Background: an optimization exercise with open tools, aiming at small area, a short achievable clock period and few clock cycles. Do not read the settings as production practice. Only simulation tests tie the RTL to the original design; equivalence was not proved.

File: design.v
module alu #(
    parameter INT_W  = 6,
    parameter FRAC_W = 10,
    parameter INST_W = 4,
    parameter DATA_W = INT_W + FRAC_W
)(
    input                     i_clk,
    input                     i_rst_n,
    input signed [DATA_W-1:0] i_data_a,
    input signed [DATA_W-1:0] i_data_b,
    input        [INST_W-1:0] i_inst,
    output                    o_valid,
    output                    o_busy,
    output       [DATA_W-1:0] o_data
);
integer i;
reg [3:0] cnt;
reg [1:0] state, n_state;
reg o_valid_w, o_valid_r;
wire [INST_W-1:0] i_inst_w;
reg [INST_W-1:0] i_inst_r;
wire signed [DATA_W-1:0] i_data_a_w, i_data_b_w;
reg signed [DATA_W-1:0] i_data_a_r, i_data_b_r;
reg signed [DATA_W-1:0] o_data_w;
reg signed [DATA_W-1:0] o_data_r;
reg o_busy_r;
wire signed [DATA_W:0] add, sub;
wire signed [2*DATA_W-1:0] mul;
wire signed [21:0] mul_trunc_temp;
wire signed [DATA_W-1:0] mul_rnd;
wire signed [DATA_W:0] mac;
wire [4:0] mask;
wire signed [DATA_W-1:0] gelu_stg1_rnd;
wire signed [2*DATA_W-1:0] rhs1_1;
wire signed [40:0] rhs1_2;
wire signed [41:0] rhs1;
wire signed [25:0] lhs1;
wire signed [67:0] gelu_stg1;
wire signed [28:0] gelu_stg1_trunc_temp;
assign rhs1_1 = i_data_a_r * i_data_a_r;
assign rhs1_2 = rhs1_1 * 23;
assign rhs1 = rhs1_2 + 536870912;
assign lhs1 = i_data_a_r * 817;
assign gelu_stg1 = lhs1 * rhs1;
assign gelu_stg1_trunc_temp = gelu_stg1[67:39]+gelu_stg1[38];
assign gelu_stg1_rnd = (gelu_stg1[67]) ? ((gelu_stg1_trunc_temp < 16'sh8000)?16'h8000:{gelu_stg1_trunc_temp[28], gelu_stg1_trunc_temp[14:0]}) : ((gelu_stg1_trunc_temp > 16'sh7FFF)?16'h7FFF:{gelu_stg1_trunc_temp[28], gelu_stg1_trunc_temp[14:0]});
wire signed [DATA_W:0] gelu_stg2;
wire [DATA_W-1:0] abs_gelu_stg1_rnd;
wire signed [DATA_W-1:0] gelu_stg2_rnd;
wire signed [25:0] gelu_stg2_1;
wire signed [26:0] gelu_stg2_2;
wire signed [DATA_W:0] gelu_stg2_trunc_temp;
assign abs_gelu_stg1_rnd = (gelu_stg1_rnd[DATA_W-1]) ? ~(gelu_stg1_rnd)+1 : gelu_stg1_rnd;
assign gelu_stg2_1 = gelu_stg1_rnd * 512;
assign gelu_stg2_2 = (gelu_stg2_1[25]) ? gelu_stg2_1 - 262144 : gelu_stg2_1 + 262144;
assign gelu_stg2_trunc_temp = gelu_stg2_2[26:10]+gelu_stg2_2[9];
assign gelu_stg2 = (abs_gelu_stg1_rnd < 1536) ? ((abs_gelu_stg1_rnd < 512)?{gelu_stg1_rnd[DATA_W-1], gelu_stg1_rnd}:gelu_stg2_trunc_temp) : ((gelu_stg1_rnd[DATA_W-1]) ? -1024 : 1024);
assign gelu_stg2_rnd = (gelu_stg1_rnd[DATA_W-1]) ? ((gelu_stg2_trunc_temp < 16'sh8000)?16'h8000:{gelu_stg2[DATA_W], gelu_stg2[14:0]}) : ((gelu_stg2_trunc_temp > 16'sh7FFF)?16'h7FFF:{gelu_stg2[DATA_W], gelu_stg2[14:0]});
wire signed [DATA_W-1:0] gelu_stg3_rnd;
wire signed [DATA_W:0] rhs3;
wire signed [25:0] lhs3;
wire signed [42:0] gelu_stg3;
wire signed [22:0] gelu_stg3_trunc_temp;
assign rhs3 = 1024 + gelu_stg2_rnd;
assign lhs3 = 512 * i_data_a_r;
assign gelu_stg3 = lhs3*rhs3;
assign gelu_stg3_trunc_temp = gelu_stg3[42:20]+gelu_stg3[19];
assign gelu_stg3_rnd = (gelu_stg3[42]) ? ((gelu_stg3_trunc_temp < 16'sh8000)?16'h8000:{gelu_stg3_trunc_temp[22], gelu_stg3_trunc_temp[14:0]}) : ((gelu_stg3_trunc_temp > 16'sh7FFF)?16'h7FFF:{gelu_stg3_trunc_temp[22], gelu_stg3_trunc_temp[14:0]});
wire SIGN_A, SIGN_B;
wire [4:0] EXPO_A, EXPO_B;
wire [10:0] MANT_A, MANT_B;  
wire [5:0] abs_expo_diff;
wire [18:0] extend_mant_A, extend_mant_B;
wire [18:0] sh_mant_A, sh_mant_B;
wire [19:0] mant_S_temp;
reg sign_S_r;
wire sign_S_w;
reg [5:0] expo_S_w, expo_S_r;
reg [19:0] mant_S_w, mant_S_r;
wire carry, borrow;
wire guard, round, sticky, bias;
wire SIGN_S;
wire [4:0] EXPO_S;
wire [10:0] MANT_S;
assign SIGN_A = i_data_a_r[DATA_W-1];
assign EXPO_A = i_data_a_r[14:10];
assign MANT_A = {1'b1, i_data_a_r[9:0]};
assign SIGN_B = (i_inst_r == 9) ? !i_data_b_r[DATA_W-1] : i_data_b_r[DATA_W-1];
assign EXPO_B = i_data_b_r[14:10];
assign MANT_B = {1'b1, i_data_b_r[9:0]};
assign abs_expo_diff = (EXPO_A > EXPO_B) ? EXPO_A-EXPO_B : EXPO_B-EXPO_A;
assign extend_mant_A = {MANT_A, 8'b0};
assign extend_mant_B = {MANT_B, 8'b0};
assign sh_mant_A = (EXPO_A > EXPO_B) ? extend_mant_A : extend_mant_A>>abs_expo_diff;     
assign sh_mant_B = (EXPO_A > EXPO_B) ? extend_mant_B>>abs_expo_diff : extend_mant_B;
assign mant_S_temp = (SIGN_A^SIGN_B) ? ((SIGN_A)?sh_mant_B-sh_mant_A:sh_mant_A-sh_mant_B) : sh_mant_A+sh_mant_B;
assign sign_S_w = borrow || (SIGN_A & SIGN_B);
assign carry = mant_S_r[19] & !(SIGN_A^SIGN_B);
assign borrow = mant_S_temp[19] & (SIGN_A^SIGN_B);
assign guard = mant_S_w[8];
assign round = mant_S_w[7];
assign sticky = |mant_S_w[6:0];
assign bias = (round && sticky) || (guard && round && !sticky);
assign SIGN_S = sign_S_w; 
assign EXPO_S = (MANT_S[10]) ? expo_S_w+1 : expo_S_w;
assign MANT_S = mant_S_w[17:8]+bias;
assign add = i_data_a_r + i_data_b_r;
assign sub = i_data_a_r - i_data_b_r;
assign mul = i_data_a_r * i_data_b_r;
assign mul_trunc_temp = mul[31:10]+mul[9];
assign mul_rnd = (mul[2*DATA_W-1]) ? ((mul_trunc_temp < 16'sh8000)?16'h8000:{mul_trunc_temp[21], mul_trunc_temp[14:0]}) : ((mul_trunc_temp > 16'sh7FFF)?16'h7FFF:{mul_trunc_temp[21], mul_trunc_temp[14:0]});
assign mac = o_data_r + mul_rnd;
assign mask = i_data_a_r[0]+i_data_a_r[1]+i_data_a_r[2]+i_data_a_r[3]+
            i_data_a_r[4]+i_data_a_r[5]+i_data_a_r[6]+i_data_a_r[7]+
            i_data_a_r[8]+i_data_a_r[9]+i_data_a_r[10]+i_data_a_r[11]+
            i_data_a_r[12]+i_data_a_r[13]+i_data_a_r[14]+i_data_a_r[15];
assign i_inst_w = (state == 2) ? i_inst : i_inst_r;
assign i_data_a_w = (state == 2) ? i_data_a : i_data_a_r;
assign i_data_b_w = (state == 2) ? i_data_b : i_data_b_r;
assign o_busy = o_busy_r;
assign o_data = o_data_r;
assign o_valid = o_valid_r;
always @(*) begin
    expo_S_w = 0;
    if(cnt == 0)begin  
        expo_S_w = (EXPO_A > EXPO_B) ? {1'b0, EXPO_A} : {1'b0, EXPO_B};
    end
    else begin
        expo_S_w = (carry) ? expo_S_r+1 : ((mant_S_r[18])?expo_S_r:expo_S_r-1);
    end
end
always @(*) begin
    mant_S_w = 0;
    if(cnt == 0)begin
        mant_S_w = (borrow) ? ~(mant_S_temp)+1 : mant_S_temp;
    end
    else begin
        mant_S_w = (carry) ? mant_S_r>>1 : ((mant_S_r[18])?mant_S_r:mant_S_r<<1);
    end
end
always @(*) begin
    case (state)
        0: n_state = 1;
        1: n_state = 2;
        2: n_state = 3;
        3: n_state = (o_valid_w) ? 1 : 3;
    endcase
end
always @(*) begin
    if(state == 1)begin
        o_busy_r = 0;
    end
    else begin
        o_busy_r = 1;
    end
end
always @(*) begin
    if(state == 3)
        case (i_inst_r)
            0: o_valid_w = 1;
            1: o_valid_w = 1;
            2: o_valid_w = 1;
            3: o_valid_w = 1;
            4: o_valid_w = 1;
            5: o_valid_w = (i_data_a_r[15-cnt] == 1);
            6: o_valid_w = (cnt == mask-1);
            7: o_valid_w = (cnt == i_data_b_r-1);
            8,9: o_valid_w = (cnt != 0 && mant_S_r[18]);
            default: o_valid_w = 0;
        endcase
    else begin
        o_valid_w = 0; 
    end
end
always @(*) begin
    if(state == 3)begin
        case (i_inst_r)
            0: begin
                o_data_w = (add[DATA_W]) ? ((add < 16'sh8000)?16'h8000:{add[DATA_W], add[14:0]}) : ((add > 16'sh7FFF)?16'h7FFF:{add[DATA_W], add[14:0]});
            end
            1: begin
                o_data_w = (sub[DATA_W]) ? ((sub < 16'sh8000)?16'h8000:{sub[DATA_W], sub[14:0]}) : ((sub > 16'sh7FFF)?16'h7FFF:{sub[DATA_W], sub[14:0]});
            end
            2: begin
                o_data_w = mul_rnd;
            end
            3: begin
                o_data_w = (mac[DATA_W]) ? ((mac < 16'sh8000)?16'h8000:{mac[DATA_W], mac[14:0]}) : ((mac > 16'sh7FFF)?16'h7FFF:{mac[DATA_W], mac[14:0]});
            end
            4: begin
                o_data_w = gelu_stg3_rnd;
            end
            5: begin
                o_data_w = {12'b0, cnt};
            end
            6: begin
                o_data_w[0] = (cnt == 0) ? ~i_data_b_r[15] : ~o_data_r[15];
                for(i=0; i<DATA_W-1; i=i+1)begin
                    o_data_w[i+1] = (cnt == 0) ?  i_data_b_r[i] : o_data_r[i];
                end
            end
            7: begin
                o_data_w[0] = (cnt == 0) ? (((i_data_a_r[15]^i_data_a_r[13])^i_data_a_r[12])^i_data_a_r[10]) : (((o_data_r[15]^o_data_r[13])^o_data_r[12])^o_data_r[10]);
                for(i=0; i<DATA_W-1; i=i+1)begin
                    o_data_w[i+1] = (cnt == 0) ?  i_data_a_r[i] : o_data_r[i];
                end
            end 
            8,9: begin
                o_data_w = {SIGN_S, EXPO_S, MANT_S[9:0]};
            end
            default: o_data_w = 0;
        endcase
    end
    else begin
        o_data_w = o_data_r;
    end
end
always @(posedge i_clk or negedge i_rst_n) begin
    if(!i_rst_n)begin
        cnt <= 0;
    end
    else begin
        if(state == 3)begin
            case (i_inst)
                5: cnt <= (i_data_a_r[15-cnt] == 1) ? 0 : cnt+1;
                6: cnt <= (cnt == mask-1) ? 0 : cnt+1;
                7: cnt <= (cnt == i_data_b_r-1) ? 0 : cnt+1;
                8,9: cnt <= (cnt != 0 && mant_S_r[18]) ? 0 : cnt+1;
            endcase
        end
    end
end
always @(posedge i_clk or negedge i_rst_n) begin
    if(!i_rst_n)begin
        state <= 0;
        sign_S_r <= 0;
        expo_S_r <= 0;
        mant_S_r <= 0;
        i_inst_r <= 0;
        i_data_a_r <= 0;
        i_data_b_r <= 0;
        o_valid_r <= 0;
        o_data_r <= 0;
    end
    else begin
        state <= n_state;
        sign_S_r <= sign_S_w;
        expo_S_r <= expo_S_w;
        mant_S_r <= mant_S_w;
        i_inst_r <= i_inst_w;
        i_data_a_r <= i_data_a_w;
        i_data_b_r <= i_data_b_w;
        o_valid_r <= o_valid_w;
        o_data_r <= o_data_w;
    end
end
endmodule
File: run.sh
#!/bin/bash
# synth_recipe.tcl (not shown) runs the flow's synth.tcl, then flattens the netlist and writes it again
# the make line also repeats each setting of config.mk as NAME=value (left out here)
make -C /OpenROAD-flow-scripts/flow DESIGN_CONFIG=/design/flow/config.mk WORK_HOME=/design/flow/orfs CLKGATE_MAP_FILE= SYNTH_SCRIPT=/design/flow/synth_recipe.tcl finish
File: config.mk
export PLATFORM = sky130hd
export DESIGN_NAME = alu
export DESIGN_NICKNAME = alu
export VERILOG_FILES = /design/flow/design.v
export SDC_FILE = /design/flow/constraint.sdc
export NUM_CORES = 4
export LEC_CHECK = 0
export CAP_MARGIN = 20
export CORE_MARGIN = 2
export CORE_UTILIZATION = 40
export SLEW_MARGIN = 20
File: constraint.sdc
create_clock -name core_clock -period 32.0 [get_ports {i_clk}]
set_input_delay 6.4000 -clock core_clock [delete_from_list [all_inputs] [get_ports {i_clk}]]
set_output_delay 6.4000 -clock core_clock [all_outputs]
set_load 0.01 [all_outputs]
==> impl_metrics.json <==
{
  "initial_core_util_pct": 40.2,
  "cts-root-buf": "clkbuf_16",
  "h-tree-depth": 3,
  "drc": 0,
  "yosysSeqAreaShare_pct": 2.44,
  "crit_path_start_kind": "register",
  "drt_iter0_markers": 5721,
  "yosysWarnings": 1,
  "hold_ws_ns": 0.564,
  "cts-buffers-inserted": 9,
  "cp_max_fo": 35,
  "ant_nets": 0,
  "cpPeakStageDelay_ns": 0.61,
  "syn_inst": 10195,
  "synth_most_common_cell": "inv_1",
  "hold_viol_final": 0,
  "setup_ws_ns": 1.55,
  "vias_per_cell": 5.50,
  "status": "finished clean",
  "post-place-ws_ns": 0.163,
  "dieArea_mm2": 0.219,
  "ctsHoldBuffers": 0,
  "grt.total_usage_pct": 26.7,
  "ys_async_sr_fraction_pct": 100,
  "synth_commonest_cells": "inv_1 (2246), fa_1 (1884), nand2_1 (1244), ha_1 (738), nor2_1 (691)",
  "slew_headroom_pct": 21.4,
  "post-route-min-period_ns": 30.45,
  "wl_um": 288000,
  "grt_pass1_vias": 76244,
  "placementRows": 170,
  "clock.fmax_ghz": 0.0328,
  "cp_slowest_cell": "fa_1",
  "syn_nets": 12855,
  "synth-edff-count": 0,
  "fin_util_pct": 43.4,
  "dr.pass1.iters": 6,
  "core_mm2": 0.214,
  "port_buffers": 55,
  "tritoncts": "yes",
  "endpoint_kind": "register",
  "place_hpwl_um": 234000,
  "gr-total-overflow": 0,
  "wl_per_cell_um": 22.0,
  "synth_top_area_share_pct": 43.8,
  "final_nets": 12866,
  "die_w_um": 468,
  "synth-main-ff-cell": "dfrtp_1",
  "clk_pin_slew_worst_paths_ns": 0.08,
  "ys_types": 114,
  "tightest_slew_ns": 1.17,
  "vias": 71838,
  "cp.arrival_ns": 30.72,
  "maxSlewViolCount": 0,
  "synth_area_leaders": "fa_1 (44%), ha_1 (11%), inv_1 (9.8%)",
  "synth_seq_cells": 84,
  "fin_skew_ns": 0.0159,
  "cp_common_cell": "fa_1",
  "pin_count": 56,
  "post-route-period-util_pct": 95.2,
  "final.setup.tns_ns": 0,
  "fillers": 21253,
  "synth_top_cell_by_area": "fa_1",
  "synth.avg_cell_area_um2": 8.44,
  "required_ns": 32.26,
  "netlist_area_mm2": 0.0861,
  "gp_routability_congestion": 1.00,
  "maxCapViolCount": 0,
  "antenna_found_initial": 19,
  "grt_first_pass_wirelength_um": 451000,
  "clockBufferDepth": 2,
  "drive_gt1_share_pct": 7.11,
  "clkSinkCount": 84,
  "hold_class": "register to register",
  "worst-setup-path-type": "register to register",
  "clk_latency_ns": 0.41,
  "die_h_um": 468,
  "setup_viol": 0,
  "grt_max_degree": 69,
  "area_growth_pct": 8.07
}
==> area by class of cell <==
type | instances | area [µm²] | share of cell area (%)
antenna | 15 | 37.5 | 0.0404
timing repair buffer | 450 | 3590 | 3.86
sequential | 84 | 2130 | 2.29
clock inverter | 7 | 76.3 | 0.0821
multi-input combinational | 7400 | 74900 | 80.5
tap | 2838 | 3550 | 3.82
clock buffer | 9 | 225 | 0.242
inverter | 2261 | 8510 | 9.15
==> timing repair <==
item,CTS,global route
gates resized for setup,0,183
setup endpoints to repair,0,16
buffers inserted,0,23
==> critical path: cells and delay by family (launching register included) <==
| family | cells | cell delay (ns) |
|---|---|---|
| adder cells (fa/ha/maj) | 30 | 13.83 |
| AND/OR/NAND/NOR | 35 | 6.99 |
| multiplexers | 3 | 0.50 |
| buffers and inverters | 25 | 2.60 |
| flip-flops | 1 | 0.44 |
| AO/OA/AOI/OAI | 31 | 5.28 |
| XOR/XNOR | 3 | 0.63 |
==> cells by family (layout without fill, tap and decap cells) <==
group,count (synthesis),count (layout),share of synthesized area (%)
mux,89,89,1.21
buf+inv,2711,2727,11.9
xor+xnor,393,393,4.01
compound gates,1351,1351,10.2
flops,84,84,2.44
simple gates,2938,2938,15.6
other cells,0,15,0
fa+ha+maj,2629,2629,54.6
==> stage by stage <==
step	instances	cell area [µm²]
finish	13064	93000
global route	13057	93000
CTS	13025	92000
detailed placement	13009	91700
global placement	13009	91700
floorplan	10195	86100
==> layout by cell type (no fill, tap or decap), types with 23 or more instances in the layout <==
| cell | count |
|---|---|
| nand2_1 | 1241 |
| nand2b_1 | 124 |
| nor3_1 | 210 |
| xnor2_1 | 235 |
| and2_1 | 232 |
| nor2b_1 | 32 |
| dfrtp_1 | 69 |
| or3_1 | 48 |
| xnor2_2 | 33 |
| a21oi_2 | 23 |
| fa_1 | 1881 |
| clkdlybuf4s50_1 | 54 |
| inv_1 | 2235 |
| o21bai_1 | 72 |
| or2_2 | 31 |
| o21ai_0 | 290 |
| o211ai_1 | 46 |
| nor2_1 | 678 |
| nand4_1 | 43 |
| o21a_1 | 29 |
| ha_1 | 733 |
| o31ai_1 | 34 |
| mux2i_1 | 59 |
| xor2_1 | 103 |
| a211oi_1 | 49 |
| a31oi_1 | 67 |
| o22ai_1 | 24 |
| and3_1 | 49 |
| nand3_1 | 100 |
| a21oi_1 | 327 |
| buf_4 | 382 |
| a21o_1 | 90 |
==> worst paths after layout <==
path	start	to	slack (ns)	cells after the start
hold / removal	state[1]$_DFF_PN0_	state[1]$_DFF_PN0_	0.56	2
min in group asynchronous	i_rst_n	expo_S_r[0]$_DFF_PN0_	5.96	1
setup reg to reg	i_data_a_r[3]$_DFFE_PN0P_	o_data_r[5]$_DFFE_PN0P_	1.55	127
setup / recovery	i_data_a_r[3]$_DFFE_PN0P_	o_data_r[5]$_DFFE_PN0P_	1.55	127
max in group asynchronous	i_rst_n	i_data_a_r[2]$_DFFE_PN0P_	24.76	2
hold reg to reg	state[1]$_DFF_PN0_	state[1]$_DFF_PN0_	0.56	2
==> state kept, by name (all words and copies together) (netlist names) <==
signal and flops:
cnt 4, expo_S_r 5, i_data_a_r 16, i_data_b_r 16, i_inst_r 4, mant_S_r 20, o_data_r 16, o_valid_r 1
state 2
==> per-layer routing <==
layer | track usage [%] | part of all wire (%)
met1 | 36.2 | 42
met2 | 44.1 | 47
met3 | 4.07 | 7.8
met4 | 7.82 | 3.3
met5 | 0 | 0.0045
Testbench counts, summed over its fixed seeds: cycles 8,058.

what the ideal ports hide:
How much do the figures lean on ideal ports? The routed layout below was timed once more, with nothing changed but the port constraints.
Step 1 (the two cells are an assumption about what drives the block):
set clk [get_ports {i_clk}]
set_driving_cell -lib_cell sky130_fd_sc_hd__clkbuf_16 $clk
set_driving_cell -lib_cell sky130_fd_sc_hd__buf_2 [delete_from_list [all_inputs] $clk]
Step 2, shift: input delay + t, output delay - t, t = (earliest + latest rising clock arrival at the registers) / 2. This alone moves slack from input paths to output paths.
Three values: ideal ports, drivers, drivers and shift; two values: the first two.
t (ns): 0.450
setup WS [ns]: 1.547 / 1.547 / 1.547
hold slack, ns: 0.564 / 0.564 / 0.564
worst setup path after step 2: register to register
cell pins on the clock port's net: 1
After both steps setup and hold are still met in this run. The setup slack of this run moves by 0.000 ns with the drivers and by 0.000 ns with both steps.
